From an optimization exercise on the open Yosys and OpenROAD flow, aimed at small area; shortcuts taken in it are not production practice. Only simulation tests tie the RTL to the original design; equivalence was not proved. No activity file was given, so power comes from the tool's default toggle rates.

==> flow/design.v <==
module armreduced(
	input clk,
	input reset,
	output[31:0] pc,
	input[31:0] inst,
	input nIRQ,
	output [3:0] be,
	output[31:0] memaddr,
	output memwrite,
	output memread,
	output[31:0] writedata,
	input[31:0] readdata);
	assign be = 4'b1111;
	reg [31:2] r15;             
	reg [31:2] r14;             
	reg [32*14-1:0] rf;         
	reg [31:0] A, B;            
	reg [31:0] ALUout;          
	reg [31:0] B_MEM;           
	reg [31:0] WBdata;          
	reg c, setbubble;
	reg zlive, zs;
	wire z = zlive ? (ALUout == 32'd0) : zs;
	reg [1:0] c1, c2, c3, c4;   
	reg [7:0] f1, f2;           
	reg [1:0] t3;               
	reg w4;                     
	wire [9:0] st1 = {c1, f1};
	wire [9:0] st2 = {c2, f2};
	wire [3:0] st3 = {c3, t3};
	wire [2:0] st4 = {c4, w4};
	assign pc = {r15, 2'b00};
	wire [31:0] pcv = {r15, 2'b00};
	wire [31:0] lrv = {r14, 2'b00};
	assign memaddr = ALUout;
	assign writedata = B_MEM;
	wire [31:0] ins = setbubble ? 32'd0 : inst;
	wire [11:0] F = ins[31:20];
	wire [1:0] cF = (F == 12'd0) ? 2'b00 : (&F[11:9]) ? 2'b11 : (F[8] ? 2'b10 : 2'b01);
	function pass_of(input [1:0] cc, input zz);
		pass_of = (cc[1] & cc[0]) | (cc[0] & zz) | (cc[1] & ~zz);
	endfunction
	wire p1 = pass_of(st1[9:8], z);
	wire s1_br = p1 & st1[7];
	wire s1_ls = p1 & ~st1[7] & st1[6];
	wire IRwrite = ~s1_br;
	wire PCsave = s1_br & st1[4];
	wire regbdst = s1_ls & ~st1[0];
	reg [31:0] imm;
	always @(*) begin
		if (s1_br)
			imm = {{6{ins[23]}}, ins[23:0], 2'b00};
		else if (s1_ls)
			imm = {20'd0, ins[11:0]};
		else
			imm = {{24{ins[7]}}, ins[7:0]};
	end
	wire p2 = pass_of(st2[9:8], z);
	genvar q;
	wire [31:2] pc4;
	wire [32:2] ic;
	assign ic[2] = 1'b1;
	generate
		for (q = 2; q < 32; q = q + 1) begin : inc
			assign pc4[q] = r15[q] ^ ic[q];
			assign ic[q+1] = r15[q] & ic[q];
		end
	endgenerate
	wire [31:2] pc_next = setbubble ? (p2 ? r15 : {29'd0, r15[2]}) : pc4;
	wire [3:0] ra = ins[19:16];
	wire [3:0] rb = regbdst ? ins[15:12] : ins[3:0];
	wire [31:0] readA, readB;
	wire st1_br = st1[7];
	wire st1_mov = ~st1[7] & ~st1[6] & (st1[4:1] == 4'd13);
	rfreadA_cells port_a (.idx(ra), .regs({pcv, lrv, rf}), .alt({pc_next, 2'b00}), .use_alt(st1_br), .kill(st1_mov), .out(readA));
	rfread_cells port_b (.idx(rb), .regs({pcv, lrv, rf}), .out(readB));
	wire [3:0] op = st2[4:1];
	wire isB = st2[7];
	wire isLS = ~st2[7] & st2[6];
	wire isDP = ~st2[7] & ~st2[6];
	wire isMOV = isDP & (op == 4'd13);
	wire useImm = isB | (isLS & ~st2[5]) | (isDP & st2[5]);
	wire [31:0] shifted;
	shl_cells shifter (.d(B), .sh(ins[11:7]), .out(shifted));
	wire [31:0] opA = A;
	wire [31:0] opB = useImm ? imm : shifted;
	reg lg, sub, usec;       
	reg [1:0] lop;           
	always @(*) begin
		lg = 1'b0; sub = 1'b1; usec = 1'b0; lop = 2'd0;
		if (isB) begin
			sub = 1'b0;
		end else if (isLS) begin
			sub = ~st2[3];
		end else begin
			case (op)
			4'd0: begin lg = 1'b1; sub = 1'b0; lop = 2'd0; end
			4'd1: begin lg = 1'b1; sub = 1'b0; lop = 2'd1; end
			4'd12: begin lg = 1'b1; sub = 1'b0; lop = 2'd2; end
			4'd4, 4'd13: sub = 1'b0;
			4'd5: begin sub = 1'b0; usec = 1'b1; end
			4'd6: begin sub = 1'b1; usec = 1'b1; end
			default: sub = 1'b1;
			endcase
		end
	end
	wire cin = usec ? c : sub;
	wire kp = p2 & ~(lg & (lop == 2'd0));
	wire kg = p2 & lg & (lop != 2'd1);
	wire kc = ~lg;
	wire [31:0] res;
	wire cout;
	alu32_cells alu (.a(opA), .b(opB), .sub(sub), .cin(cin), .kc(kc), .kp(kp), .kg(kg), .pcb(~p2 & r15[2]),
		.res(res), .cout(cout));
	wire [31:0] ALUresult = res;
	wire nzcv = p2 & isDP & ((op == 4'd10) | st2[0]);
	wire cnew = lg ? c : (cout ^ sub);
	wire p3 = pass_of(st3[3:2], z);
	assign memwrite = p3 & (st3[1:0] == 2'b01);
	assign memread = p3 & (st3[1:0] == 2'b10);
	wire p4 = pass_of(st4[2:1], z);
	wire regwrite = p4 & st4[0];
	wire [3:0] rdst = ins[15:12];
	wire [31:0] wd = WBdata;    
	wire [1:0] tnext = isB ? 2'b00 : isLS ? (st2[0] ? 2'b10 : 2'b01) : ((op == 4'd10) ? 2'b00 : 2'b11);
	always @(posedge clk or posedge reset) begin
		if (reset) begin
			r15 <= 30'd0;
			B <= 32'd0;
			WBdata <= 32'd0;
			zlive <= 1'b0;
			zs <= 1'b0;
			c <= 1'b0;
			setbubble <= 1'b0;
			c1 <= 2'd0;
			c2 <= 2'd0;
			c3 <= 2'd0;
			c4 <= 2'd0;
		end else begin
			r15 <= pc_next;
			B <= readB;
			WBdata <= (st3[1:0] == 2'b10) ? readdata : ALUout;
			zlive <= nzcv;
			zs <= z;
			if (nzcv)
				c <= cnew;
			setbubble <= ~IRwrite;
			c1 <= cF;
			c2 <= c1;
			c3 <= c2;
			c4 <= c3;
		end
	end
	always @(posedge clk) begin
		f1 <= F[7:0];
		f2 <= f1;
		t3 <= tnext;
		w4 <= t3[1];
		A <= readA;
		ALUout <= ALUresult;
		B_MEM <= B;
		if (reset | PCsave)
			r14 <= r15;
	end
	wire [13:0] en_lo, en_hi;
	rfwen_cells wen (.dst(rdst), .we(regwrite), .rst(reset), .en_lo(en_lo), .en_hi(en_hi));
	genvar g;
	generate
		for (g = 0; g < 14; g = g + 1) begin : regs
			always @(posedge clk) begin
				if (en_lo[g])
					rf[32*g +: 16] <= wd[15:0];
				if (en_hi[g])
					rf[32*g+16 +: 16] <= wd[31:16];
			end
		end
	endgenerate
endmodule
module rfread(input [3:0] idx, input [32*16-1:0] regs, output [31:0] out);
	reg [31:0] o;
	integer k;
	always @(*) begin
		o = 32'd0;
		for (k = 0; k < 16; k = k + 1)
			o = o | ({32{idx == k}} & regs[32*k +: 32]);
	end
	assign out = o;
endmodule
module rfwen(input [3:0] dst, input we, input rst, output [13:0] en_lo, output [13:0] en_hi);
	genvar g;
	generate
		for (g = 0; g < 14; g = g + 1) begin : e
			assign en_lo[g] = rst | (we & (dst == g));
		end
	endgenerate
	assign en_hi = en_lo;
endmodule
module rfreadA(input [3:0] idx, input [32*16-1:0] regs, input [31:0] alt, input use_alt, input kill, output [31:0] out);
	reg [31:0] o;
	integer k;
	always @(*) begin
		o = 32'd0;
		for (k = 0; k < 16; k = k + 1)
			o = o | ({32{idx == k}} & regs[32*k +: 32]);
		if (use_alt)
			o = alt;
		else if (kill)
			o = 32'd0;
	end
	assign out = o;
endmodule
module alu32(input [31:0] a, input [31:0] b, input sub, input cin, input kc, input kp, input kg, input pcb,
		output [31:0] res, output cout);
	wire [31:0] bx = b ^ {32{sub}};
	wire [31:0] p = a ^ bx;
	wire [31:0] g = a & bx;
	wire [32:0] cy;
	assign cy[0] = cin;
	genvar i;
	generate
		for (i = 0; i < 32; i = i + 1) begin : c
			assign cy[i+1] = (g[i] & kc) | (p[i] & cy[i]);
		end
	endgenerate
	wire [31:0] sum = p ^ cy[31:0];
	assign res = (sum & {32{kp}}) | (g & {32{kg}}) | {29'd0, pcb, 2'b00};
	assign cout = cy[32];
endmodule
module shl(input [31:0] d, input [4:0] sh, output [31:0] out);
	assign out = d << sh;
endmodule
// Hand-mapped 16:1 x 32 read port: one-hot selects, a222oi AND-OR tree.
module rfread_cells(input [3:0] idx, input [32*16-1:0] regs, output [31:0] out);
	wire [15:0] s;
	wire [3:0] lo = 4'b0001 << idx[1:0];
	wire [3:0] hi = 4'b0001 << idx[3:2];
	genvar i, b;
	generate
		// each select drives 32 gates: use a strong and2 as its driver
		for (i = 0; i < 16; i = i + 1) begin : dec
			sky130_fd_sc_hd__and2_4 sd (.X(s[i]), .A(lo[i % 4]), .B(hi[i / 4]));
		end
		for (b = 0; b < 32; b = b + 1) begin : bit_
			wire t0, t1, t2, t3, t4, t5, u0;
			sky130_fd_sc_hd__a222oi_1 g0 (.Y(t0), .A1(s[0]), .A2(regs[32*0+b]), .B1(s[1]), .B2(regs[32*1+b]), .C1(s[2]), .C2(regs[32*2+b]));
			sky130_fd_sc_hd__a222oi_1 g1 (.Y(t1), .A1(s[3]), .A2(regs[32*3+b]), .B1(s[4]), .B2(regs[32*4+b]), .C1(s[5]), .C2(regs[32*5+b]));
			sky130_fd_sc_hd__a222oi_1 g2 (.Y(t2), .A1(s[6]), .A2(regs[32*6+b]), .B1(s[7]), .B2(regs[32*7+b]), .C1(s[8]), .C2(regs[32*8+b]));
			sky130_fd_sc_hd__a222oi_1 g3 (.Y(t3), .A1(s[9]), .A2(regs[32*9+b]), .B1(s[10]), .B2(regs[32*10+b]), .C1(s[11]), .C2(regs[32*11+b]));
			sky130_fd_sc_hd__a222oi_1 g4 (.Y(t4), .A1(s[12]), .A2(regs[32*12+b]), .B1(s[13]), .B2(regs[32*13+b]), .C1(s[14]), .C2(regs[32*14+b]));
			sky130_fd_sc_hd__nand2_1 g5 (.Y(t5), .A(s[15]), .B(regs[32*15+b]));
			sky130_fd_sc_hd__and3_1 g6 (.X(u0), .A(t0), .B(t1), .C(t2));
			sky130_fd_sc_hd__nand4_1 g7 (.Y(out[b]), .A(u0), .B(t3), .C(t4), .D(t5));
		end
	endgenerate
endmodule
// Hand-mapped port A: 16 register slots plus an alternative input.
// out = use_alt ? alt : kill ? 0 : regs[idx]   (one-hot a222oi AND-OR tree)
module rfreadA_cells(input [3:0] idx, input [32*16-1:0] regs, input [31:0] alt, input use_alt, input kill, output [31:0] out);
	wire [15:0] s;
	wire sa;
	wire [3:0] lo = 4'b0001 << idx[1:0];
	wire [3:0] hi = {4{~use_alt & ~kill}} & (4'b0001 << idx[3:2]);
	genvar i, b;
	generate
		// each select drives 32 gates: use a strong driver
		for (i = 0; i < 16; i = i + 1) begin : dec
			sky130_fd_sc_hd__and2_4 sd (.X(s[i]), .A(lo[i % 4]), .B(hi[i / 4]));
		end
		sky130_fd_sc_hd__buf_4 sad (.X(sa), .A(use_alt));
		for (b = 0; b < 32; b = b + 1) begin : bit_
			wire t0, t1, t2, t3, t4, t5, u0;
			sky130_fd_sc_hd__a222oi_1 g0 (.Y(t0), .A1(s[0]), .A2(regs[32*0+b]), .B1(s[1]), .B2(regs[32*1+b]), .C1(s[2]), .C2(regs[32*2+b]));
			sky130_fd_sc_hd__a222oi_1 g1 (.Y(t1), .A1(s[3]), .A2(regs[32*3+b]), .B1(s[4]), .B2(regs[32*4+b]), .C1(s[5]), .C2(regs[32*5+b]));
			sky130_fd_sc_hd__a222oi_1 g2 (.Y(t2), .A1(s[6]), .A2(regs[32*6+b]), .B1(s[7]), .B2(regs[32*7+b]), .C1(s[8]), .C2(regs[32*8+b]));
			sky130_fd_sc_hd__a222oi_1 g3 (.Y(t3), .A1(s[9]), .A2(regs[32*9+b]), .B1(s[10]), .B2(regs[32*10+b]), .C1(s[11]), .C2(regs[32*11+b]));
			sky130_fd_sc_hd__a222oi_1 g4 (.Y(t4), .A1(s[12]), .A2(regs[32*12+b]), .B1(s[13]), .B2(regs[32*13+b]), .C1(s[14]), .C2(regs[32*14+b]));
			sky130_fd_sc_hd__a22oi_1 g5 (.Y(t5), .A1(s[15]), .A2(regs[32*15+b]), .B1(sa), .B2(alt[b]));
			sky130_fd_sc_hd__and3_1 g6 (.X(u0), .A(t0), .B(t1), .C(t2));
			sky130_fd_sc_hd__nand4_1 g7 (.Y(out[b]), .A(u0), .B(t3), .C(t4), .D(t5));
		end
	endgenerate
endmodule
// Hand-mapped register-file write enables: one a21o_2 per register half.
module rfwen_cells(input [3:0] dst, input we, input rst, output [13:0] en_lo, output [13:0] en_hi);
	wire [3:0] lo = {4{we}} & (4'b0001 << dst[1:0]);
	wire [3:0] hi = 4'b0001 << dst[3:2];
	genvar g;
	generate
		for (g = 0; g < 14; g = g + 1) begin : e
			sky130_fd_sc_hd__a21o_2 dl (.X(en_lo[g]), .A1(lo[g % 4]), .A2(hi[g / 4]), .B1(rst));
			sky130_fd_sc_hd__a21o_2 dh (.X(en_hi[g]), .A1(lo[g % 4]), .A2(hi[g / 4]), .B1(rst));
		end
	endgenerate
endmodule
// Hand-mapped ALU datapath (same function as module alu32 in ARMCPU.v).
// Carries ripple inside 4-bit blocks, alternating a21oi (even bits, true
// carry in) and o21ai (odd bits, inverted carry in); each block's carry in
// comes from a block-level generate/propagate chain.
module alu32_cells(input [31:0] a, input [31:0] b, input sub, input cin, input kc, input kp, input kg, input pcb,
		output [31:0] res, output cout);
	wire subb, kpb, kgn, kcb, kcn;
	sky130_fd_sc_hd__buf_4 d_sub (.X(subb), .A(sub));
	sky130_fd_sc_hd__buf_4 d_kp (.X(kpb), .A(kp));
	sky130_fd_sc_hd__inv_4 d_kg (.Y(kgn), .A(kg));
	sky130_fd_sc_hd__buf_2 d_kc (.X(kcb), .A(kc));
	sky130_fd_sc_hd__inv_2 d_kcn (.Y(kcn), .A(kc));
	wire [31:0] cy;   // true carry at even positions, inverted at odd ones
	wire [31:0] r;
	wire [31:0] P, GM; // propagate, masked generate (true polarity)
	wire [8:0] C;      // block carries
	assign C[0] = cin;
	genvar i;
	generate
		for (i = 0; i < 32; i = i + 1) begin : bit_
			wire bx, gn, s;
			sky130_fd_sc_hd__xor2_1 u_bx (.X(bx), .A(b[i]), .B(subb));
			sky130_fd_sc_hd__nand2_1 u_gn (.Y(gn), .A(a[i]), .B(bx));
			if (i % 2 == 0) begin : ev
				wire p, gm;
				sky130_fd_sc_hd__xor2_1 u_p (.X(p), .A(a[i]), .B(bx));
				sky130_fd_sc_hd__nor2_1 u_gm (.Y(gm), .A(gn), .B(kcn));
				assign P[i] = p;
				assign GM[i] = gm;
				sky130_fd_sc_hd__a21oi_1 u_c (.Y(cy[i+1]), .A1(p), .A2(cy[i]), .B1(gm));
				sky130_fd_sc_hd__xor2_1 u_s (.X(s), .A(p), .B(cy[i]));
			end else begin : od
				wire pn, gmn;
				sky130_fd_sc_hd__xnor2_1 u_p (.Y(pn), .A(a[i]), .B(bx));
				sky130_fd_sc_hd__nand3_1 u_gm (.Y(gmn), .A(a[i]), .B(bx), .C(kcb));
				assign P[i] = ~pn;
				assign GM[i] = ~gmn;
				if (i % 4 == 1) begin : rc
					sky130_fd_sc_hd__o21ai_1 u_c (.Y(cy[i+1]), .A1(pn), .A2(cy[i]), .B1(gmn));
				end
				sky130_fd_sc_hd__xor2_1 u_s (.X(s), .A(pn), .B(cy[i]));
			end
			if (i == 2) begin : b2
				wire r0;
				sky130_fd_sc_hd__a2bb2o_1 u_r (.X(r0), .A1_N(gn), .A2_N(kgn), .B1(s), .B2(kpb));
				sky130_fd_sc_hd__or2_1 u_o (.X(r[i]), .A(r0), .B(pcb));
			end else begin : bn
				sky130_fd_sc_hd__a2bb2o_1 u_r (.X(r[i]), .A1_N(gn), .A2_N(kgn), .B1(s), .B2(kpb));
			end
		end
	endgenerate
	generate
		for (i = 0; i < 8; i = i + 1) begin : blk
			wire G = GM[4*i+3] | (P[4*i+3] & (GM[4*i+2] | (P[4*i+2] & (GM[4*i+1] | (P[4*i+1] & GM[4*i])))));
			wire PP = &P[4*i+3:4*i];
			assign C[i+1] = G | (PP & C[i]);
			assign cy[4*i] = C[i];
		end
	endgenerate
	assign res = r;
	assign cout = C[8];
endmodule
// Hand-mapped 32-bit left shifter (zero fill): five mux2i levels, each
// inverting; the inverted result of level 5 is inverted back at the end.
module shl_cells(input [31:0] d, input [4:0] sh, output [31:0] out);
	wire [4:0] s;
	genvar k;
	generate
		for (k = 0; k < 5; k = k + 1) begin : sd
			sky130_fd_sc_hd__buf_2 u_s (.X(s[k]), .A(sh[k]));
		end
	endgenerate
	wire [31:0] l0 = d;
	wire [31:0] l1n, l2, l3n, l4, l5n;
	genvar i;
	generate
		for (i = 0; i < 32; i = i + 1) begin : b
			// level 1: shift by 1, output inverted
			if (i >= 1) sky130_fd_sc_hd__mux2i_1 m1 (.Y(l1n[i]), .A0(l0[i]), .A1(l0[i-1]), .S(s[0]));
			else        sky130_fd_sc_hd__nand2b_1 m1 (.Y(l1n[i]), .A_N(s[0]), .B(l0[i]));
			// level 2: shift by 2, inverted input -> true output
			if (i >= 2) sky130_fd_sc_hd__mux2i_1 m2 (.Y(l2[i]), .A0(l1n[i]), .A1(l1n[i-2]), .S(s[1]));
			else        sky130_fd_sc_hd__nor2_1 m2 (.Y(l2[i]), .A(l1n[i]), .B(s[1]));
			// level 3: shift by 4, output inverted
			if (i >= 4) sky130_fd_sc_hd__mux2i_1 m3 (.Y(l3n[i]), .A0(l2[i]), .A1(l2[i-4]), .S(s[2]));
			else        sky130_fd_sc_hd__nand2b_1 m3 (.Y(l3n[i]), .A_N(s[2]), .B(l2[i]));
			// level 4: shift by 8, true output
			if (i >= 8) sky130_fd_sc_hd__mux2i_1 m4 (.Y(l4[i]), .A0(l3n[i]), .A1(l3n[i-8]), .S(s[3]));
			else        sky130_fd_sc_hd__nor2_1 m4 (.Y(l4[i]), .A(l3n[i]), .B(s[3]));
			// level 5: shift by 16, output inverted
			if (i >= 16) sky130_fd_sc_hd__mux2i_1 m5 (.Y(l5n[i]), .A0(l4[i]), .A1(l4[i-16]), .S(s[4]));
			else         sky130_fd_sc_hd__nand2b_1 m5 (.Y(l5n[i]), .A_N(s[4]), .B(l4[i]));
		end
	endgenerate
	assign out = ~l5n;
endmodule
==> flow/flow/run.sh <==
#!/bin/bash
# Layout flow: the standard ORFS flow (standard.sh, standard synthesis
# script) with these changes:
#  - the instances of rfread and rfreadA (register-file read ports), rfwen
#    (register-file write enables), alu32 (ALU datapath) and shl (shifter)
#    are swapped for hand-mapped versions of
#    the same function (flow/*_cells.v) before synthesis; no register
#    changes;
#  - buf_1 port buffers;
#  - a clock tree of clkbuf_4/clkbuf_8 without dummy loads.
# Each tool's output goes to a log file in this folder.
set -euo pipefail
swap() {  # module, expected instance count
	local n
	n=$(grep -c "^[[:space:]]*$1 [a-z_]* (" design.v || true)
	if [[ "$n" != "$2" ]]; then echo "expected $2 $1 instances, found $n" >&2; exit 1; fi
	sed -i "s/^\([[:space:]]*\)$1 \([a-z_]*\) (/\1$1_cells \2 (/" design.v
	cat "flow/$1_cells.v" >> design.v
}
swap rfread 1
swap rfreadA 1
swap rfwen 1
swap alu32 1
swap shl 1
export BUFFER_PORTS_ARGS="-buffer_cell sky130_fd_sc_hd__buf_1"
export CTS_ARGS="-sink_clustering_enable -repair_clock_nets -dont_use_dummy_load -buf_list {sky130_fd_sc_hd__clkbuf_4 sky130_fd_sc_hd__clkbuf_8} -sink_clustering_size 16 -sink_clustering_max_diameter 50"
bash standard.sh > standard.log 2>&1
==> flow/flow/alu32_cells.v <==
// Hand-mapped ALU datapath (same function as module alu32 in ARMCPU.v).
// Carries ripple inside 4-bit blocks, alternating a21oi (even bits, true
// carry in) and o21ai (odd bits, inverted carry in); each block's carry in
// comes from a block-level generate/propagate chain.
module alu32_cells(input [31:0] a, input [31:0] b, input sub, input cin, input kc, input kp, input kg, input pcb,
		output [31:0] res, output cout);
	wire subb, kpb, kgn, kcb, kcn;
	sky130_fd_sc_hd__buf_4 d_sub (.X(subb), .A(sub));
	sky130_fd_sc_hd__buf_4 d_kp (.X(kpb), .A(kp));
	sky130_fd_sc_hd__inv_4 d_kg (.Y(kgn), .A(kg));
	sky130_fd_sc_hd__buf_2 d_kc (.X(kcb), .A(kc));
	sky130_fd_sc_hd__inv_2 d_kcn (.Y(kcn), .A(kc));
	wire [31:0] cy;   // true carry at even positions, inverted at odd ones
	wire [31:0] r;
	wire [31:0] P, GM; // propagate, masked generate (true polarity)
	wire [8:0] C;      // block carries
	assign C[0] = cin;
	genvar i;
	generate
		for (i = 0; i < 32; i = i + 1) begin : bit_
			wire bx, gn, s;
			sky130_fd_sc_hd__xor2_1 u_bx (.X(bx), .A(b[i]), .B(subb));
			sky130_fd_sc_hd__nand2_1 u_gn (.Y(gn), .A(a[i]), .B(bx));
			if (i % 2 == 0) begin : ev
				wire p, gm;
				sky130_fd_sc_hd__xor2_1 u_p (.X(p), .A(a[i]), .B(bx));
				sky130_fd_sc_hd__nor2_1 u_gm (.Y(gm), .A(gn), .B(kcn));
				assign P[i] = p;
				assign GM[i] = gm;
				sky130_fd_sc_hd__a21oi_1 u_c (.Y(cy[i+1]), .A1(p), .A2(cy[i]), .B1(gm));
				sky130_fd_sc_hd__xor2_1 u_s (.X(s), .A(p), .B(cy[i]));
			end else begin : od
				wire pn, gmn;
				sky130_fd_sc_hd__xnor2_1 u_p (.Y(pn), .A(a[i]), .B(bx));
				sky130_fd_sc_hd__nand3_1 u_gm (.Y(gmn), .A(a[i]), .B(bx), .C(kcb));
				assign P[i] = ~pn;
				assign GM[i] = ~gmn;
				if (i % 4 == 1) begin : rc
					sky130_fd_sc_hd__o21ai_1 u_c (.Y(cy[i+1]), .A1(pn), .A2(cy[i]), .B1(gmn));
				end
				sky130_fd_sc_hd__xor2_1 u_s (.X(s), .A(pn), .B(cy[i]));
			end
			if (i == 2) begin : b2
				wire r0;
				sky130_fd_sc_hd__a2bb2o_1 u_r (.X(r0), .A1_N(gn), .A2_N(kgn), .B1(s), .B2(kpb));
				sky130_fd_sc_hd__or2_1 u_o (.X(r[i]), .A(r0), .B(pcb));
			end else begin : bn
				sky130_fd_sc_hd__a2bb2o_1 u_r (.X(r[i]), .A1_N(gn), .A2_N(kgn), .B1(s), .B2(kpb));
			end
		end
	endgenerate
	generate
		for (i = 0; i < 8; i = i + 1) begin : blk
			wire G = GM[4*i+3] | (P[4*i+3] & (GM[4*i+2] | (P[4*i+2] & (GM[4*i+1] | (P[4*i+1] & GM[4*i])))));
			wire PP = &P[4*i+3:4*i];
			assign C[i+1] = G | (PP & C[i]);
			assign cy[4*i] = C[i];
		end
	endgenerate
	assign res = r;
	assign cout = C[8];
endmodule
==> flow/flow/rfreadA_cells.v <==
// Hand-mapped port A: 16 register slots plus an alternative input.
// out = use_alt ? alt : kill ? 0 : regs[idx]   (one-hot a222oi AND-OR tree)
module rfreadA_cells(input [3:0] idx, input [32*16-1:0] regs, input [31:0] alt, input use_alt, input kill, output [31:0] out);
	wire [15:0] s;
	wire sa;
	wire [3:0] lo = 4'b0001 << idx[1:0];
	wire [3:0] hi = {4{~use_alt & ~kill}} & (4'b0001 << idx[3:2]);
	genvar i, b;
	generate
		// each select drives 32 gates: use a strong driver
		for (i = 0; i < 16; i = i + 1) begin : dec
			sky130_fd_sc_hd__and2_4 sd (.X(s[i]), .A(lo[i % 4]), .B(hi[i / 4]));
		end
		sky130_fd_sc_hd__buf_4 sad (.X(sa), .A(use_alt));
		for (b = 0; b < 32; b = b + 1) begin : bit_
			wire t0, t1, t2, t3, t4, t5, u0;
			sky130_fd_sc_hd__a222oi_1 g0 (.Y(t0), .A1(s[0]), .A2(regs[32*0+b]), .B1(s[1]), .B2(regs[32*1+b]), .C1(s[2]), .C2(regs[32*2+b]));
			sky130_fd_sc_hd__a222oi_1 g1 (.Y(t1), .A1(s[3]), .A2(regs[32*3+b]), .B1(s[4]), .B2(regs[32*4+b]), .C1(s[5]), .C2(regs[32*5+b]));
			sky130_fd_sc_hd__a222oi_1 g2 (.Y(t2), .A1(s[6]), .A2(regs[32*6+b]), .B1(s[7]), .B2(regs[32*7+b]), .C1(s[8]), .C2(regs[32*8+b]));
			sky130_fd_sc_hd__a222oi_1 g3 (.Y(t3), .A1(s[9]), .A2(regs[32*9+b]), .B1(s[10]), .B2(regs[32*10+b]), .C1(s[11]), .C2(regs[32*11+b]));
			sky130_fd_sc_hd__a222oi_1 g4 (.Y(t4), .A1(s[12]), .A2(regs[32*12+b]), .B1(s[13]), .B2(regs[32*13+b]), .C1(s[14]), .C2(regs[32*14+b]));
			sky130_fd_sc_hd__a22oi_1 g5 (.Y(t5), .A1(s[15]), .A2(regs[32*15+b]), .B1(sa), .B2(alt[b]));
			sky130_fd_sc_hd__and3_1 g6 (.X(u0), .A(t0), .B(t1), .C(t2));
			sky130_fd_sc_hd__nand4_1 g7 (.Y(out[b]), .A(u0), .B(t3), .C(t4), .D(t5));
		end
	endgenerate
endmodule
==> flow/flow/rfread_cells.v <==
// Hand-mapped 16:1 x 32 read port: one-hot selects, a222oi AND-OR tree.
module rfread_cells(input [3:0] idx, input [32*16-1:0] regs, output [31:0] out);
	wire [15:0] s;
	wire [3:0] lo = 4'b0001 << idx[1:0];
	wire [3:0] hi = 4'b0001 << idx[3:2];
	genvar i, b;
	generate
		// each select drives 32 gates: use a strong and2 as its driver
		for (i = 0; i < 16; i = i + 1) begin : dec
			sky130_fd_sc_hd__and2_4 sd (.X(s[i]), .A(lo[i % 4]), .B(hi[i / 4]));
		end
		for (b = 0; b < 32; b = b + 1) begin : bit_
			wire t0, t1, t2, t3, t4, t5, u0;
			sky130_fd_sc_hd__a222oi_1 g0 (.Y(t0), .A1(s[0]), .A2(regs[32*0+b]), .B1(s[1]), .B2(regs[32*1+b]), .C1(s[2]), .C2(regs[32*2+b]));
			sky130_fd_sc_hd__a222oi_1 g1 (.Y(t1), .A1(s[3]), .A2(regs[32*3+b]), .B1(s[4]), .B2(regs[32*4+b]), .C1(s[5]), .C2(regs[32*5+b]));
			sky130_fd_sc_hd__a222oi_1 g2 (.Y(t2), .A1(s[6]), .A2(regs[32*6+b]), .B1(s[7]), .B2(regs[32*7+b]), .C1(s[8]), .C2(regs[32*8+b]));
			sky130_fd_sc_hd__a222oi_1 g3 (.Y(t3), .A1(s[9]), .A2(regs[32*9+b]), .B1(s[10]), .B2(regs[32*10+b]), .C1(s[11]), .C2(regs[32*11+b]));
			sky130_fd_sc_hd__a222oi_1 g4 (.Y(t4), .A1(s[12]), .A2(regs[32*12+b]), .B1(s[13]), .B2(regs[32*13+b]), .C1(s[14]), .C2(regs[32*14+b]));
			sky130_fd_sc_hd__nand2_1 g5 (.Y(t5), .A(s[15]), .B(regs[32*15+b]));
			sky130_fd_sc_hd__and3_1 g6 (.X(u0), .A(t0), .B(t1), .C(t2));
			sky130_fd_sc_hd__nand4_1 g7 (.Y(out[b]), .A(u0), .B(t3), .C(t4), .D(t5));
		end
	endgenerate
endmodule
==> flow/flow/rfwen_cells.v <==
// Hand-mapped register-file write enables: one a21o_2 per register half.
module rfwen_cells(input [3:0] dst, input we, input rst, output [13:0] en_lo, output [13:0] en_hi);
	wire [3:0] lo = {4{we}} & (4'b0001 << dst[1:0]);
	wire [3:0] hi = 4'b0001 << dst[3:2];
	genvar g;
	generate
		for (g = 0; g < 14; g = g + 1) begin : e
			sky130_fd_sc_hd__a21o_2 dl (.X(en_lo[g]), .A1(lo[g % 4]), .A2(hi[g / 4]), .B1(rst));
			sky130_fd_sc_hd__a21o_2 dh (.X(en_hi[g]), .A1(lo[g % 4]), .A2(hi[g / 4]), .B1(rst));
		end
	endgenerate
endmodule
==> flow/flow/shl_cells.v <==
// Hand-mapped 32-bit left shifter (zero fill): five mux2i levels, each
// inverting; the inverted result of level 5 is inverted back at the end.
module shl_cells(input [31:0] d, input [4:0] sh, output [31:0] out);
	wire [4:0] s;
	genvar k;
	generate
		for (k = 0; k < 5; k = k + 1) begin : sd
			sky130_fd_sc_hd__buf_2 u_s (.X(s[k]), .A(sh[k]));
		end
	endgenerate
	wire [31:0] l0 = d;
	wire [31:0] l1n, l2, l3n, l4, l5n;
	genvar i;
	generate
		for (i = 0; i < 32; i = i + 1) begin : b
			// level 1: shift by 1, output inverted
			if (i >= 1) sky130_fd_sc_hd__mux2i_1 m1 (.Y(l1n[i]), .A0(l0[i]), .A1(l0[i-1]), .S(s[0]));
			else        sky130_fd_sc_hd__nand2b_1 m1 (.Y(l1n[i]), .A_N(s[0]), .B(l0[i]));
			// level 2: shift by 2, inverted input -> true output
			if (i >= 2) sky130_fd_sc_hd__mux2i_1 m2 (.Y(l2[i]), .A0(l1n[i]), .A1(l1n[i-2]), .S(s[1]));
			else        sky130_fd_sc_hd__nor2_1 m2 (.Y(l2[i]), .A(l1n[i]), .B(s[1]));
			// level 3: shift by 4, output inverted
			if (i >= 4) sky130_fd_sc_hd__mux2i_1 m3 (.Y(l3n[i]), .A0(l2[i]), .A1(l2[i-4]), .S(s[2]));
			else        sky130_fd_sc_hd__nand2b_1 m3 (.Y(l3n[i]), .A_N(s[2]), .B(l2[i]));
			// level 4: shift by 8, true output
			if (i >= 8) sky130_fd_sc_hd__mux2i_1 m4 (.Y(l4[i]), .A0(l3n[i]), .A1(l3n[i-8]), .S(s[3]));
			else        sky130_fd_sc_hd__nor2_1 m4 (.Y(l4[i]), .A(l3n[i]), .B(s[3]));
			// level 5: shift by 16, output inverted
			if (i >= 16) sky130_fd_sc_hd__mux2i_1 m5 (.Y(l5n[i]), .A0(l4[i]), .A1(l4[i-16]), .S(s[4]));
			else         sky130_fd_sc_hd__nand2b_1 m5 (.Y(l5n[i]), .A_N(s[4]), .B(l4[i]));
		end
	endgenerate
	assign out = ~l5n;
endmodule
==> flow/standard.sh <==
#!/bin/bash
# synth_recipe.tcl (not shown) runs the flow's synth.tcl, then flattens the netlist and writes it again
# the make line also repeats each setting of config.mk as NAME=value (left out here)
make -C /OpenROAD-flow-scripts/flow DESIGN_CONFIG=/design/flow/config.mk WORK_HOME=/design/flow/orfs CLKGATE_MAP_FILE= SYNTH_SCRIPT=/design/flow/synth_recipe.tcl "${@:-finish}"
==> flow/config.mk <==
export PLATFORM = sky130hd
export DESIGN_NAME = armreduced
export DESIGN_NICKNAME = armreduced
export VERILOG_FILES = /design/flow/design.v
export SDC_FILE = /design/flow/constraint.sdc
export NUM_CORES = 4
export LEC_CHECK = 0
export CAP_MARGIN = 20
export CORE_MARGIN = 2
export CORE_UTILIZATION = 55
export GPL_TIMING_DRIVEN = 0
export SLEW_MARGIN = 20
==> flow/constraint.sdc <==
create_clock -name core_clock -period 10.0 [get_ports {clk}]
set_input_delay 2.0000 -clock core_clock [delete_from_list [all_inputs] [get_ports {clk}]]
set_output_delay 2.0000 -clock core_clock [all_outputs]
set_load 0.01 [all_outputs]
==> results of run 1 <==
cell families after synthesis:
group | synth area share [%]
flip-flops | 63.2
AO/OA/AOI/OAI | 16.2
AND/OR/NAND/NOR | 8.61
multiplexers | 5.81
buffers and inverters | 2.14
XOR/XNOR | 2.87
adder cells (fa/ha/maj) | 1.15
other | 0.0246
cell type report:
class                      count  area share, %
buffer                        76           1.39
clock buffer                  71           2.94
inverter                      51          0.599
multi-input combinational   1344           32.1
sequential                   699           58.2
tap                          748           2.82
timing repair buffer         163           1.99
synthesized netlist by cell type, drive strengths merged (3+ instances only):
master	n	area share [%]
a2bb2o	32	1.0
xor2	81	2.3
ha	28	1.1
a21o	31	0.88
a21oi	32	0.55
dfrtp	106	8.7
nor2b	24	0.49
and3	66	1.4
a22oi	46	1.1
nand4	67	1.4
o22ai	36	0.74
mux2	34	1.3
inv	51	0.64
nand3	21	0.38
dfxtp	115	7.5
edfxtp	478	47
a31oi	7	0.14
nor4b	3	0.11
nor3b	8	0.23
o21ai	37	0.61
nand3b	6	0.15
nor4	13	0.27
nand2b	31	0.64
or2	3	0.061
o21bai	4	0.098
buf	54	1.2
xnor2	19	0.54
a222oi	322	11
a21boi	4	0.098
mux2i	139	4.6
clkbuf	22	0.27
nand2	116	1.4
and2	35	0.98
nor2	53	0.65
nor3	7	0.11
and3b	3	0.086
through the flow:
| step | hold slack, ps | instance area (µm²) | power (mW) | worst slack (ps) | cells |
|---|---|---|---|---|---|
| floorplan | 310 | 30600 | 5.52 | 3640 | 2170 |
| global placement | 319 | 32100 | 6.32 | 291 | 3079 |
| detailed placement | 321 | 32200 | 6.40 | 1940 | 3081 |
| CTS | 330 | 33200 | 7.92 | 2600 | 3152 |
| global route | 334 | 33200 | 8.27 | 2220 | 3152 |
| finish | 328 | 33200 | 7.95 | 2450 | 3152 |
flip-flops by register name, summed over array words and instances, names as in the netlist:
| register | flops |
|---|---|
| B_MEM | 32 |
| c3 | 2 |
| B | 32 |
| c1 | 2 |
| setbubble | 1 |
| w4 | 1 |
| f1 | 8 |
| zlive | 1 |
| t3 | 2 |
| c4 | 2 |
| zs | 1 |
| A | 32 |
| f2 | 8 |
| c2 | 2 |
| r14 | 30 |
| ALUout | 32 |
| rf | 448 |
| WBdata | 32 |
| c | 1 |
| r15 | 30 |
power by group through the flow:
stage               sequential [mW]  clock, mW  combinational (mW)
floorplan                      4.51          0                1.01
global placement               4.73          0                1.59
detailed placement             4.79          0                1.61
CTS                            4.73       1.57                1.62
global route                   4.83       1.67                1.76
finish                         4.75       1.54                1.66
worst max-delay path, cell delays in order:
cell	delay (ps)
sky130_fd_sc_hd__buf_1	150
sky130_fd_sc_hd__nor2b_1	240
sky130_fd_sc_hd__buf_2	790
sky130_fd_sc_hd__mux2i_1	350
sky130_fd_sc_hd__mux2i_1	290
sky130_fd_sc_hd__mux2i_1	130
sky130_fd_sc_hd__mux2i_1	310
sky130_fd_sc_hd__nand2b_1	100
sky130_fd_sc_hd__a22oi_1	300
sky130_fd_sc_hd__xor2_1	290
sky130_fd_sc_hd__xnor2_1	180
sky130_fd_sc_hd__nor4bb_1	940
sky130_fd_sc_hd__inv_1	90
sky130_fd_sc_hd__o221ai_1	500
sky130_fd_sc_hd__a22oi_1	130
sky130_fd_sc_hd__nand2_1	150
sky130_fd_sc_hd__a31o_2	230
sky130_fd_sc_hd__a21oi_1	110
sky130_fd_sc_hd__o21ai_1	220
sky130_fd_sc_hd__a21oi_1	110
sky130_fd_sc_hd__xor2_1	160
sky130_fd_sc_hd__a2bb2o_1	270
layer usage:
layer	global-route usage [%]	up-vias	part of all wire, %
met5	0	-	0.026
met1	51.8	11300	39
met2	54.6	1597	45
met4	9.62	4	2.8
met3	8.56	189	13
li1	-	9498	-
path summary, 6_finish.rpt:
kind / cells after the start / start / to
setup / recovery: 22 / inst[7] / ALUout[31]
hold / removal: 0 / f1[5] / f2[5]
setup reg to reg: 22 / ALUout[2] / ALUout[31]
hold reg to reg: 0 / f1[5] / f2[5]
max in group asynchronous: 3 / reset / B[0]
min in group asynchronous: 2 / reset / WBdata[16]
==> parameters.txt, run 1 <==
Parameter                              Value

STA
  Final count of hold timing violations ... 0
  Highest Clock Rate ... 132 MHz
  Clock period minus worst slack ... 7550 ps
  Tightest Pin Transition ... 1130 ps
  Setup-violating endpoint count in the final report ... 0
  Normalized max-slew margin ... 23.8%
  Worst Clk Skew ... 84.3 ps
  Number of slew-limit violations in the final report ... 0
  TNS Setup ... 0 ps
  Period utilization ... 75.5%
  Unrepaired setup endpoints after global routing ... no

Synth
  Post-synthesis async set-or-reset flop share ... 15.2%
  Flip-flop and latch count after synthesis ... 699
  Number of standard cells after synthesis ... 2,156
  Share of synthesized area occupied by flip-flops and latches ... 63.2%
  Number of different library cells in the post-synthesis netlist ... 66
  Average cell area after synthesis ... 14.2 µm²
  Flip-flop cell with the highest count after synthesis ... sky130_fd_sc_hd__edfxtp_1
  Post-Syn Area ... 30,500 µm²
  Total of warnings raised by yosys ... 1
  Count of flip-flops with a built-in enable after synthesis ... 478

Drt
  Iteration-0 DRC count of the detailed router ... 4,466
  Total detailed-routing wirelength ... 104,000 µm
  Post-detailed-route via-to-cell ratio ... 7.16
  DRC viols ... 0
  WL/cell ... 33.1 µm
  Post-route ant nets ... 0
  Drt first pass iters ... 12
  Via count ... 22,600

CTS
  Clock latency at the later pin of the worst-skew pair ... 670 ps
  # hold bufs at CTS ... 0
  Clock Path Buffers ... 3
  Post-CTS repair timing setup buffer count ... 0
  Number of gates given a new drive strength after cts ... 0
  Buffer type at the clock tree root ... sky130_fd_sc_hd__clkbuf_8
  Clock tree from TritonCTS ... yes
  Clock buffer count from CTS ... 71
  Clock-pin slew on the worst setup and hold paths ... 70 ps
  Clock net sink count ... 699
  Deepest level of the CTS H-tree ... 3

Floorplan
  Area of the core ... 55,000 µm²
  Area enclosed by the die boundary ... 57,400 µm²
  Number of rows created at floorplan ... 86
  I/O pin count ... 169
  Vertical die dimension ... 240 µm
  Chip width ... 240 µm
  Starting Density ... 55.5%

GRT
  Number of antenna violations at the first check in global routing ... 4
  GRT Resource Usage Total ... 35.9%
  Wire length of the first global-routing pass ... 147,000 µm
  Pin count of the biggest net entering global routing ... 75
  Total grt overflow ... 0
  Number of global-route vias before repair ... 21,300

Run status
  Result of the run ... complete, no violations

Cells and area
  Layout Nets ... 2,501
  Number of antenna repair diodes ... 0
  Utilization after layout ... 60.4%
  Commonest non-fill, non-tap cell in the layout ... sky130_fd_sc_hd__edfxtp_1
  Top library cells by usage in the layout, fill and taps aside ... sky130_fd_sc_hd__edfxtp_1 (478), sky130_fd_sc_hd__a222oi_1 (322), sky130_fd_sc_hd__buf_1 (163)
  Layout cell share with drive strength beyond 1 ... 9.82%
  Sequential cell area ... 19,300 µm²
  Area growth from synthesis to final layout ... 8.68%
  Combined area of the multi-input logic cells ... 10,600 µm²
  # fillers ... 4,425

Setup path
  CP Launch Type ... primary input
  Worst reg2reg setup slack ... 2670 ps
  Worst setup path class ... in2reg
  Required time of the critical path ... 10,530 ps
  Highest net fanout along the worst path ... 32
  Arrival time reported for the critical path endpoint ... 8080 ps
  Element type at the critical path end ... flop

Power
  Cell-internal power ... 5.27 mW
  Share of power burned in registers ... 59.8%
  Share of total power in the clock network ... 19.4%
  Power density over the cells ... 240 nW/µm²
  Static power due to leakage ... 12.1 nW
  Combinational fraction of design power ... 20.8%
  Switching power ... 2.68 mW
  Max rail drop VDD ... 160 µV
  Net Sw Frac ... 33.7%

Place
  Count of input and output buffers ... 161
  Gpl congestion ... 0.945
  Detail Placement HPWL ... 67,400 µm

Flow run
  Max capacitance violation total ... 0

Worst hold path
  Type of the tightest min-delay check ... reg2reg
==> run 2, diff against run 1 <==
--- a/flow/design.v
+++ b/flow/design.v
@@ -239,5 +239,5 @@
 		// each select drives 32 gates: use a strong and2 as its driver
 		for (i = 0; i < 16; i = i + 1) begin : dec
-			sky130_fd_sc_hd__and2_4 sd (.X(s[i]), .A(lo[i % 4]), .B(hi[i / 4]));
+			sky130_fd_sc_hd__and2_2 sd (.X(s[i]), .A(lo[i % 4]), .B(hi[i / 4]));
 		end
 		for (b = 0; b < 32; b = b + 1) begin : bit_
@@ -265,5 +265,5 @@
 		// each select drives 32 gates: use a strong driver
 		for (i = 0; i < 16; i = i + 1) begin : dec
-			sky130_fd_sc_hd__and2_4 sd (.X(s[i]), .A(lo[i % 4]), .B(hi[i / 4]));
+			sky130_fd_sc_hd__and2_2 sd (.X(s[i]), .A(lo[i % 4]), .B(hi[i / 4]));
 		end
 		sky130_fd_sc_hd__buf_4 sad (.X(sa), .A(use_alt));
@@ -281,5 +281,5 @@
 	endgenerate
 endmodule
-// Hand-mapped register-file write enables: one a21o_2 per register half.
+// Hand-mapped register-file write enables: one a21o_1 per register half.
 module rfwen_cells(input [3:0] dst, input we, input rst, output [13:0] en_lo, output [13:0] en_hi);
 	wire [3:0] lo = {4{we}} & (4'b0001 << dst[1:0]);
@@ -288,6 +288,6 @@
 	generate
 		for (g = 0; g < 14; g = g + 1) begin : e
-			sky130_fd_sc_hd__a21o_2 dl (.X(en_lo[g]), .A1(lo[g % 4]), .A2(hi[g / 4]), .B1(rst));
-			sky130_fd_sc_hd__a21o_2 dh (.X(en_hi[g]), .A1(lo[g % 4]), .A2(hi[g / 4]), .B1(rst));
+			sky130_fd_sc_hd__a21o_1 dl (.X(en_lo[g]), .A1(lo[g % 4]), .A2(hi[g / 4]), .B1(rst));
+			sky130_fd_sc_hd__a21o_1 dh (.X(en_hi[g]), .A1(lo[g % 4]), .A2(hi[g / 4]), .B1(rst));
 		end
 	endgenerate
--- a/flow/flow/run.sh
+++ b/flow/flow/run.sh
@@ -8,5 +8,5 @@
 #    changes;
 #  - buf_1 port buffers;
-#  - a clock tree of clkbuf_4/clkbuf_8 without dummy loads.
+#  - a clock tree of clkbuf_16 with large clusters, without dummy loads.
 # Each tool's output goes to a log file in this folder.
 set -euo pipefail
@@ -24,4 +24,4 @@
 swap shl 1
 export BUFFER_PORTS_ARGS="-buffer_cell sky130_fd_sc_hd__buf_1"
-export CTS_ARGS="-sink_clustering_enable -repair_clock_nets -dont_use_dummy_load -buf_list {sky130_fd_sc_hd__clkbuf_4 sky130_fd_sc_hd__clkbuf_8} -sink_clustering_size 16 -sink_clustering_max_diameter 50"
+export CTS_ARGS="-sink_clustering_enable -repair_clock_nets -dont_use_dummy_load -buf_list {sky130_fd_sc_hd__clkbuf_16} -sink_clustering_size 32 -sink_clustering_max_diameter 80"
 bash standard.sh > standard.log 2>&1
--- a/flow/flow/rfreadA_cells.v
+++ b/flow/flow/rfreadA_cells.v
@@ -10,5 +10,5 @@
 		// each select drives 32 gates: use a strong driver
 		for (i = 0; i < 16; i = i + 1) begin : dec
-			sky130_fd_sc_hd__and2_4 sd (.X(s[i]), .A(lo[i % 4]), .B(hi[i / 4]));
+			sky130_fd_sc_hd__and2_2 sd (.X(s[i]), .A(lo[i % 4]), .B(hi[i / 4]));
 		end
 		sky130_fd_sc_hd__buf_4 sad (.X(sa), .A(use_alt));
--- a/flow/flow/rfread_cells.v
+++ b/flow/flow/rfread_cells.v
@@ -8,5 +8,5 @@
 		// each select drives 32 gates: use a strong and2 as its driver
 		for (i = 0; i < 16; i = i + 1) begin : dec
-			sky130_fd_sc_hd__and2_4 sd (.X(s[i]), .A(lo[i % 4]), .B(hi[i / 4]));
+			sky130_fd_sc_hd__and2_2 sd (.X(s[i]), .A(lo[i % 4]), .B(hi[i / 4]));
 		end
 		for (b = 0; b < 32; b = b + 1) begin : bit_
==> flow/flow/rfwen_cells.v (replaced) <==
// Hand-mapped register-file write enables: one a21o_1 per register half.
module rfwen_cells(input [3:0] dst, input we, input rst, output [13:0] en_lo, output [13:0] en_hi);
	wire [3:0] lo = {4{we}} & (4'b0001 << dst[1:0]);
	wire [3:0] hi = 4'b0001 << dst[3:2];
	genvar g;
	generate
		for (g = 0; g < 14; g = g + 1) begin : e
			sky130_fd_sc_hd__a21o_1 dl (.X(en_lo[g]), .A1(lo[g % 4]), .A2(hi[g / 4]), .B1(rst));
			sky130_fd_sc_hd__a21o_1 dh (.X(en_hi[g]), .A1(lo[g % 4]), .A2(hi[g / 4]), .B1(rst));
		end
	endgenerate
endmodule
--- a/flow/config.mk
+++ b/flow/config.mk
@@ -8,5 +8,5 @@
 export CAP_MARGIN = 20
 export CORE_MARGIN = 2
-export CORE_UTILIZATION = 55
+export CORE_UTILIZATION = 60
 export GPL_TIMING_DRIVEN = 0
 export SLEW_MARGIN = 20
==> run 2 against run 1 <==
  * First-iteration DRC count up 13%
  * Worst setup slack got worse by 190 ps
  * Routed wire length fell by 3.2%
  * Cell count down 3.6%
  * Global-route usage is 1.7 points higher
  * Clock power down 4%
==> parameters.txt, run 2 <==
Parameter                              Value

Drt
  Via count ... 22,600
  Wl on met1 ... 37,500 µm
  Detailed route wirelength on metal2 ... 45,600 µm
  Drt first pass iters ... 14
  DRC viols ... 0
  Post-route ant nets ... 0
  Iteration-0 DRC count of the detailed router ... 5,051
  Total detailed-routing wirelength ... 101,000 µm
  WL/cell ... 33.3 µm
  Met3 wire len ... 14,900 µm
  Post-detailed-route via-to-cell ratio ... 7.45
  Top Layer Used ... met5

Synth
  Average cell area after synthesis ... 14.1 µm²
  Area share of the leading cell type in the synthesized netlist ... 47.1%
  Top post-synthesis cells by count ... sky130_fd_sc_hd__edfxtp_1 (478), sky130_fd_sc_hd__a222oi_1 (322), sky130_fd_sc_hd__mux2i_1 (139), sky130_fd_sc_hd__nand2_1 (116), sky130_fd_sc_hd__dfxtp_1 (115)
  Post-Syn Area ... 30,500 µm²
  Flip-flop cell with the highest count after synthesis ... sky130_fd_sc_hd__edfxtp_1
  Flip-flop and latch count after synthesis ... 699
  Most repeated cell in the gate-level netlist after synthesis ... sky130_fd_sc_hd__edfxtp_1
  Post-synthesis async set-or-reset flop share ... 15.2%
  Number of different library cells in the post-synthesis netlist ... 65
  Number of standard cells after synthesis ... 2,156
  Share of synthesized area occupied by flip-flops and latches ... 63.4%
  Total of warnings raised by yosys ... 1
  Count of flip-flops with a built-in enable after synthesis ... 478
  Dominant cell type by area after synthesis ... sky130_fd_sc_hd__edfxtp_1
  Dominant cells by area after synthesis ... sky130_fd_sc_hd__edfxtp_1 (47%), sky130_fd_sc_hd__a222oi_1 (11%), sky130_fd_sc_hd__dfrtp_1 (8.7%), sky130_fd_sc_hd__dfxtp_1 (7.6%), sky130_fd_sc_hd__mux2i_1 (4.6%)

GRT
  Number of global-route vias before repair ... 21,200
  GRT Resource Usage Total ... 37.6%
  Number of antenna violations at the first check in global routing ... 4
  Pin count of the biggest net entering global routing ... 56
  Total grt overflow ... 0
  Wire length of the first global-routing pass ... 144,000 µm

Setup path
  Most frequent cell on the critical path ... sky130_fd_sc_hd__mux2i_1
  Arrival time reported for the critical path endpoint ... 8220 ps
  Terminus of the critical flop-to-flop path ... A[31]
  Element type at the critical path end ... flop
  CP Launch Type ... primary input
  Startpoint of the worst-slack reg-to-reg timing path ... r15[2]
  Highest net fanout along the worst path ... 32
  Worst setup path class ... in2reg
  Depth of the worst register-to-register path ... 32
  Timing endpoint of the critical path ... ALUout[31]
  Maximum cell stage delay along the critical path ... 890 ps
  Worst setup path startpoint ... inst[7]
  Worst reg2reg setup slack ... 2710 ps
  Required time of the critical path ... 10,480 ps
  Highest-delay cell along the critical path ... sky130_fd_sc_hd__nor4bb_1
  CP Cell Sequence ... buf_1 -> nor2b_1 -> buf_2 -> mux2i_1 -> mux2i_1 -> mux2i_1 -> mux2i_1 -> nand2b_1 -> a22oi_1 -> xor2_1 -> xor2_1 -> nor4bb_1 -> inv_1 -> o221ai_1 -> a22oi_1 -> nand2_1 -> a31o_2 -> a21oi_1 -> o21ai_1 -> a21oi_1 -> xor2_1 -> a2bb2o_1

CTS
  Clock latency at the later pin of the worst-skew pair ... 620 ps
  Clock net sink count ... 699
  Number of gates given a new drive strength after cts ... 0
  Deepest level of the CTS H-tree ... 2
  Post-CTS repair timing setup buffer count ... 0
  Clock-pin slew on the worst setup and hold paths ... 100 ps
  # hold bufs at CTS ... 0
  Clock buffer count from CTS ... 34
  Clock Path Buffers ... 3
  Clock tree from TritonCTS ... yes
  Buffer type at the clock tree root ... sky130_fd_sc_hd__clkbuf_16

Floorplan
  Chip width ... 229 µm
  Area of the core ... 50,200 µm²
  Area enclosed by the die boundary ... 52,600 µm²
  Starting Density ... 60.7%
  I/O pin count ... 169
  Number of rows created at floorplan ... 82
  Vertical die dimension ... 229 µm

Power
  Power density over the cells ... 240 nW/µm²
  Max rail drop VDD ... 226 µV
  Static power due to leakage ... 12.0 nW
  Design Power ... 7.88 mW

Place
  Detail Placement HPWL ... 65,800 µm
  Setup slack after placement ... 1730 ps
  Count of input and output buffers ... 161
  Gpl congestion ... 0.981

STA
  Period utilization ... 77.4%
  Normalized max-slew margin ... 25.5%
  Worst Clk Skew ... 82.1 ps
  TNS Setup ... 0 ps
  Tightest Pin Transition ... 1110 ps
  Min setup slack post-route ... 2260 ps
  Clock period minus worst slack ... 7740 ps
  Setup-violating endpoint count in the final report ... 0
  Highest Clock Rate ... 129 MHz
  Final count of hold timing violations ... 0
  Unrepaired setup endpoints after global routing ... no
  Number of slew-limit violations in the final report ... 0

Worst hold path
  Type of the tightest min-delay check ... reg2reg
  Hold depth ... 0

Cells and area
  Layout Nets ... 2,463
  Top library cells by usage in the layout, fill and taps aside ... sky130_fd_sc_hd__edfxtp_1 (478), sky130_fd_sc_hd__a222oi_1 (322), sky130_fd_sc_hd__buf_1 (163)
  Max FFs per register ... 448
  Area growth from synthesis to final layout ... 7.91%
  Layout cell share with drive strength beyond 1 ... 7.19%
  Largest reg by FF count ... rf
  Commonest non-fill, non-tap cell in the layout ... sky130_fd_sc_hd__edfxtp_1

Flow run
  Max capacitance violation total ... 0

Run status
  Result of the run ... complete, no violations
==> run 2: changes by cell type after synthesis <==
cell	previous run	this run
sky130_fd_sc_hd__a21o_1	3	31
sky130_fd_sc_hd__a21o_2	28	0
sky130_fd_sc_hd__and2_2	0	32
sky130_fd_sc_hd__and2_4	32	0
==> run 2: worst min path at each step <==
| stage | slack (ps) | startpoint | endpoint |
|---|---|---|---|
| after floorplan | 310 | f1[5] | f2[5] |
| after global placement | 320 | f1[5] | f2[5] |
| after detailed placement | 320 | f1[5] | f2[5] |
| after CTS | 330 | f1[5] | f2[5] |
| after global routing | 330 | f1[0] | f2[0] |
| final | 330 | f1[0] | f2[0] |
==> run 2: layer usage <==
metal	vias to the layer above	GRT usage, %
met3	210	8.75
met1	11200	54.4
met4	4	8.77
li1	9441	-
met2	1793	58.4
met5	-	0
==> run 2: area by class of cell <==
cell class | count | area (µm²)
diodes | 1 | 2.50
plain buffers | 76 | 460
clock buffers | 34 | 851
fillers | 3745 | 17300
inverters | 51 | 199
multi-input cells | 1344 | 10600
flip-flops and latches | 699 | 19300
well taps | 672 | 841
repair buffers | 162 | 633
==> run 2: worst max-delay path: cells and delay by family <==
kind | cells | cell delay [ps]
AND/OR/NAND/NOR | 4 | 1450
AO/OA/AOI/OAI | 8 | 1790
buffers and inverters | 3 | 1030
multiplexers | 4 | 1250
XOR/XNOR | 3 | 670
==> run 2: where the power goes <==
part	total [mW]	internal [mW]	leakage, nW	switching, mW
combinational	1.65	0.601	4.40	1.05
clock	1.48	0.613	0.419	0.872
sequential	4.74	4.03	7.19	0.709
total	7.88	5.24	12.0	2.63
==> run 2: kinds of logic (layout without fill, tap and decap cells) <==
| logic type | after synthesis | in the layout | synth area share, % |
|---|---|---|---|
| DFF | 699 | 699 | 63.4 |
| AOI/OAI and AO/OA | 561 | 561 | 16.1 |
| and+or+nand+nor | 466 | 466 | 8.50 |
| muxes | 173 | 173 | 5.82 |
| buffers and inverters | 127 | 323 | 2.15 |
| xor gates and xnor gates | 100 | 100 | 2.88 |
| adders and majority gates | 28 | 28 | 1.15 |
| other | 2 | 17 | 0.0247 |
==> run 2: per-stage QoR <==
stage	area (µm²)	utilization [%]	instances	hold slack, ps
2_1_floorplan	30500	-	2170	310
3_3_place_gp	32000	63.7	3003	319
3_5_place_dp	32000	63.8	3004	318
4_1_cts	32900	65.5	3038	331
5_1_grt	32900	65.5	3038	334
6_report	32900	65.5	3039	332
==> run 3, diff against run 2 <==
--- a/flow/config.mk
+++ b/flow/config.mk
@@ -6,4 +6,5 @@
 export NUM_CORES = 4
 export LEC_CHECK = 0
+export ABC_AREA = 1
 export CAP_MARGIN = 20
 export CORE_MARGIN = 2
==> run 3 against run 2 <==
  * Still clean
  * Sequential share of layout area grew 0.26 points
  * First-iteration DRC count grew 2.0%
  * Count of clock-buffer cells in the layout is the same
  * Register-to-register slack worse by 80 ps
  * Combinational power is 6% higher
  * Core utilization is essentially flat
  * Worst setup slack improved by 370 ps
  * Clock power about the same
  * Design area is 0.45% lower
  * Area after synthesis shrank 0.48%
  * Critical path type is now reg2reg
  * Highest routed layer unchanged
==> parameters.txt, run 3 <==
Parameter                              Value

STA
  Setup-violating endpoint count in the final report ... 0
  Normalized max-slew margin ... 29.7%
  Number of slew-limit violations in the final report ... 0
  Tightest Pin Transition ... 1050 ps
  Unrepaired setup endpoints after global routing ... no
  TNS Setup ... 0 ps
  Period utilization ... 73.7%
  Worst Clk Skew ... 91.4 ps
  Highest Clock Rate ... 136 MHz
  Final count of hold timing violations ... 0
  Clock period minus worst slack ... 7370 ps

Setup path
  Most frequent cell on the critical path ... sky130_fd_sc_hd__ha_1
  Highest net fanout along the worst path ... 7
  Element type at the critical path end ... flop
  Worst reg2reg setup slack ... 2630 ps
  CP Launch Type ... flop
  Maximum cell stage delay along the critical path ... 520 ps
  Required time of the critical path ... 10,430 ps
  Arrival time reported for the critical path endpoint ... 7810 ps
  Worst setup path class ... reg2reg
  Highest-delay cell along the critical path ... sky130_fd_sc_hd__dfrtp_1

Cells and area
  Area growth from synthesis to final layout ... 7.94%
  Top library cells by usage in the layout, fill and taps aside ... sky130_fd_sc_hd__edfxtp_1 (478), sky130_fd_sc_hd__a222oi_1 (320), sky130_fd_sc_hd__nand2_1 (233)
  Layout cell share with drive strength beyond 1 ... 6.83%
  Utilization after layout ... 65.5%
  Commonest non-fill, non-tap cell in the layout ... sky130_fd_sc_hd__edfxtp_1
  Max FFs per register ... 448
  Layout Nets ... 2,541
  Largest reg by FF count ... rf
  Post-route cell area ... 32,700 µm²

Synth
  Dominant cells by area after synthesis ... sky130_fd_sc_hd__edfxtp_1 (47%), sky130_fd_sc_hd__a222oi_1 (11%), sky130_fd_sc_hd__dfrtp_1 (8.8%), sky130_fd_sc_hd__dfxtp_1 (7.6%), sky130_fd_sc_hd__mux2i_1 (4.3%)
  Post-Syn Area ... 30,300 µm²
  Total of warnings raised by yosys ... 1
  Most repeated cell in the gate-level netlist after synthesis ... sky130_fd_sc_hd__edfxtp_1
  Area share of the leading cell type in the synthesized netlist ... 47.4%
  Average cell area after synthesis ... 13.6 µm²
  Post-synthesis async set-or-reset flop share ... 15.2%
  Flip-flop and latch count after synthesis ... 699
  Dominant cell type by area after synthesis ... sky130_fd_sc_hd__edfxtp_1
  Number of standard cells after synthesis ... 2,233
  Flip-flop cell with the highest count after synthesis ... sky130_fd_sc_hd__edfxtp_1
  Share of synthesized area occupied by flip-flops and latches ... 63.7%
  Number of different library cells in the post-synthesis netlist ... 47
  Count of flip-flops with a built-in enable after synthesis ... 478
  Top post-synthesis cells by count ... sky130_fd_sc_hd__edfxtp_1 (478), sky130_fd_sc_hd__a222oi_1 (320), sky130_fd_sc_hd__nand2_1 (234), sky130_fd_sc_hd__mux2i_1 (130), sky130_fd_sc_hd__dfxtp_1 (115)

Worst hold path
  Type of the tightest min-delay check ... reg2reg

CTS
  Clock latency at the later pin of the worst-skew pair ... 610 ps
  Clock-pin slew on the worst setup and hold paths ... 110 ps
  Clock tree from TritonCTS ... yes
  Clock Path Buffers ... 3
  Clock buffer count from CTS ... 34
  Buffer type at the clock tree root ... sky130_fd_sc_hd__clkbuf_16
  Number of gates given a new drive strength after cts ... 0
  # hold bufs at CTS ... 0
  Deepest level of the CTS H-tree ... 2
  Post-CTS repair timing setup buffer count ... 0
  Clock net sink count ... 699

Drt
  Total detailed-routing wirelength ... 99,000 µm
  Via count ... 22,600
  Post-route ant nets ... 0
  Post-detailed-route via-to-cell ratio ... 7.26
  WL/cell ... 31.8 µm
  Iteration-0 DRC count of the detailed router ... 5,154
  Drt first pass iters ... 13
  DRC viols ... 0

GRT
  Wire length of the first global-routing pass ... 141,000 µm
  GRT Resource Usage Total ... 36.9%
  Pin count of the biggest net entering global routing ... 68
  Total grt overflow ... 0
  Number of antenna violations at the first check in global routing ... 5
  Number of global-route vias before repair ... 21,200

Power
  Static power due to leakage ... 12.3 nW
  Max rail drop VDD ... 180 µV
  Design Power ... 8.07 mW
  Power density over the cells ... 247 nW/µm²

Floorplan
  Vertical die dimension ... 229 µm
  I/O pin count ... 169
  Starting Density ... 60.7%
  Number of rows created at floorplan ... 82
  Chip width ... 229 µm
  Area enclosed by the die boundary ... 52,300 µm²
  Area of the core ... 50,000 µm²

Place
  Post-DP Area ... 31,900 µm²
  Gpl congestion ... 1.04
  Count of input and output buffers ... 161
  Detail Placement HPWL ... 64,200 µm

Run status
  Result of the run ... complete, no violations

Flow run
  Max capacitance violation total ... 0
run 3: cell types whose count changed in the layout (fill, tap and decap cells not counted), sizes merged, moves of 10 or more:
cell    change
nor3       +13
inv        +12
nor2b      -24
o21ai      +49
a22oi      -14
nand2b     -10
nor2       +22
nand2     +118
o22ai      -31
run 3: cells by family after synthesis:
family,Yosys count,synth area share (%)
flops,699,63.7
buf+inv,135,2.22
simple gates,559,8.97
compound gates,550,15.6
xor+xnor,98,2.83
fa+ha+maj,28,1.16
other cells,2,0.0248
mux,162,5.48
run 3: worst max-delay path, delay by kind of cell, from the launching register on:
| family | cells | cell delay [ps] |
|---|---|---|
| adder cells (fa/ha/maj) | 28 | 5910 |
| XOR/XNOR | 1 | 160 |
| flip-flops | 1 | 520 |
| buffers and inverters | 1 | 70 |
| AND/OR/NAND/NOR | 2 | 230 |
| AO/OA/AOI/OAI | 2 | 330 |
run 3: per-stage QoR:
stage | std cells | hold slack, ps | setup slack (ps)
5_1_grt | 3116 | 335 | 2140
3_5_place_dp | 3082 | 321 | 2240
6_report | 3117 | 335 | 2630
2_1_floorplan | 2247 | 310 | 3520
4_1_cts | 3116 | 338 | 2600
3_3_place_gp | 3080 | 315 | 646
run 3: metal layers:
metal | up-vias | GRT usage, % | share of wire [%]
met5 | - | 0 | 0.051
met4 | 8 | 9.62 | 3.0
met3 | 197 | 10.2 | 14
met2 | 1719 | 55.2 | 44
met1 | 11100 | 53.8 | 38
li1 | 9571 | - | -
run 3: worst paths after layout:
check / from / to / cells after the start
max: r15[2] / A[31] / 34
min: f1[1] / f2[1] / 0
max reg2reg: r15[2] / A[31] / 34
min reg2reg: f1[1] / f2[1] / 0
max in group asynchronous: reset / WBdata[30] / 3
min in group asynchronous: reset / WBdata[16] / 2
run 3: final cells by class:
type                            instances  area [µm²]
Clock buffer                           34         851
Fill cell                            3822       17200
Sequential cell                       699       19300
Antenna cell                            1        2.50
Multi-Input combinational cell       1413       10400
Inverter                               63         244
Timing Repair Buffer                  163         653
Tap cell                              672         841
Buffer                                 72         435
run 3: where the power goes:
| part | leakage [nW] | switching [mW] | internal, mW |
|---|---|---|---|
| Combinational | 4.69 | 1.13 | 0.615 |
| Clock | 0.419 | 0.856 | 0.613 |
| Sequential | 7.19 | 0.751 | 4.11 |
| Total | 12.3 | 2.74 | 5.34 |

-- port drivers added, routing unchanged --
How much do the figures lean on ideal ports? The routed layouts below were timed once more, with nothing changed but the port constraints. Step 1 (the two cells are an assumption about what drives the block):
set clk [get_ports {clk}]
set_driving_cell -lib_cell sky130_fd_sc_hd__clkbuf_16 $clk
set_driving_cell -lib_cell sky130_fd_sc_hd__buf_2 [delete_from_list [all_inputs] $clk]
Step 2, shift: input delay + t, output delay - t, t = (earliest + latest rising clock arrival at the registers) / 2. This alone moves slack from input paths to output paths. Slacks: ideal ports / drivers / drivers and shift; pairs: ideal ports / drivers.
| run | shift t [ns] | setup WS [ns] | worst data-port slew with drivers (ns) |
|---|---|---|---|
| run 1 | 0.693 | 2.448 / 2.485 / 1.793 | 0.07 |
| run 2 | 0.638 | 2.256 / 2.282 / 1.644 | 0.07 |
| run 3 | 0.625 | 2.627 / 2.627 / 2.067 | 0.09 |
After both steps every run listed still meets setup and hold. For run 1, which loses most, drivers alone change the setup slack by +0.037 ns; drivers and shift together by -0.655 ns.
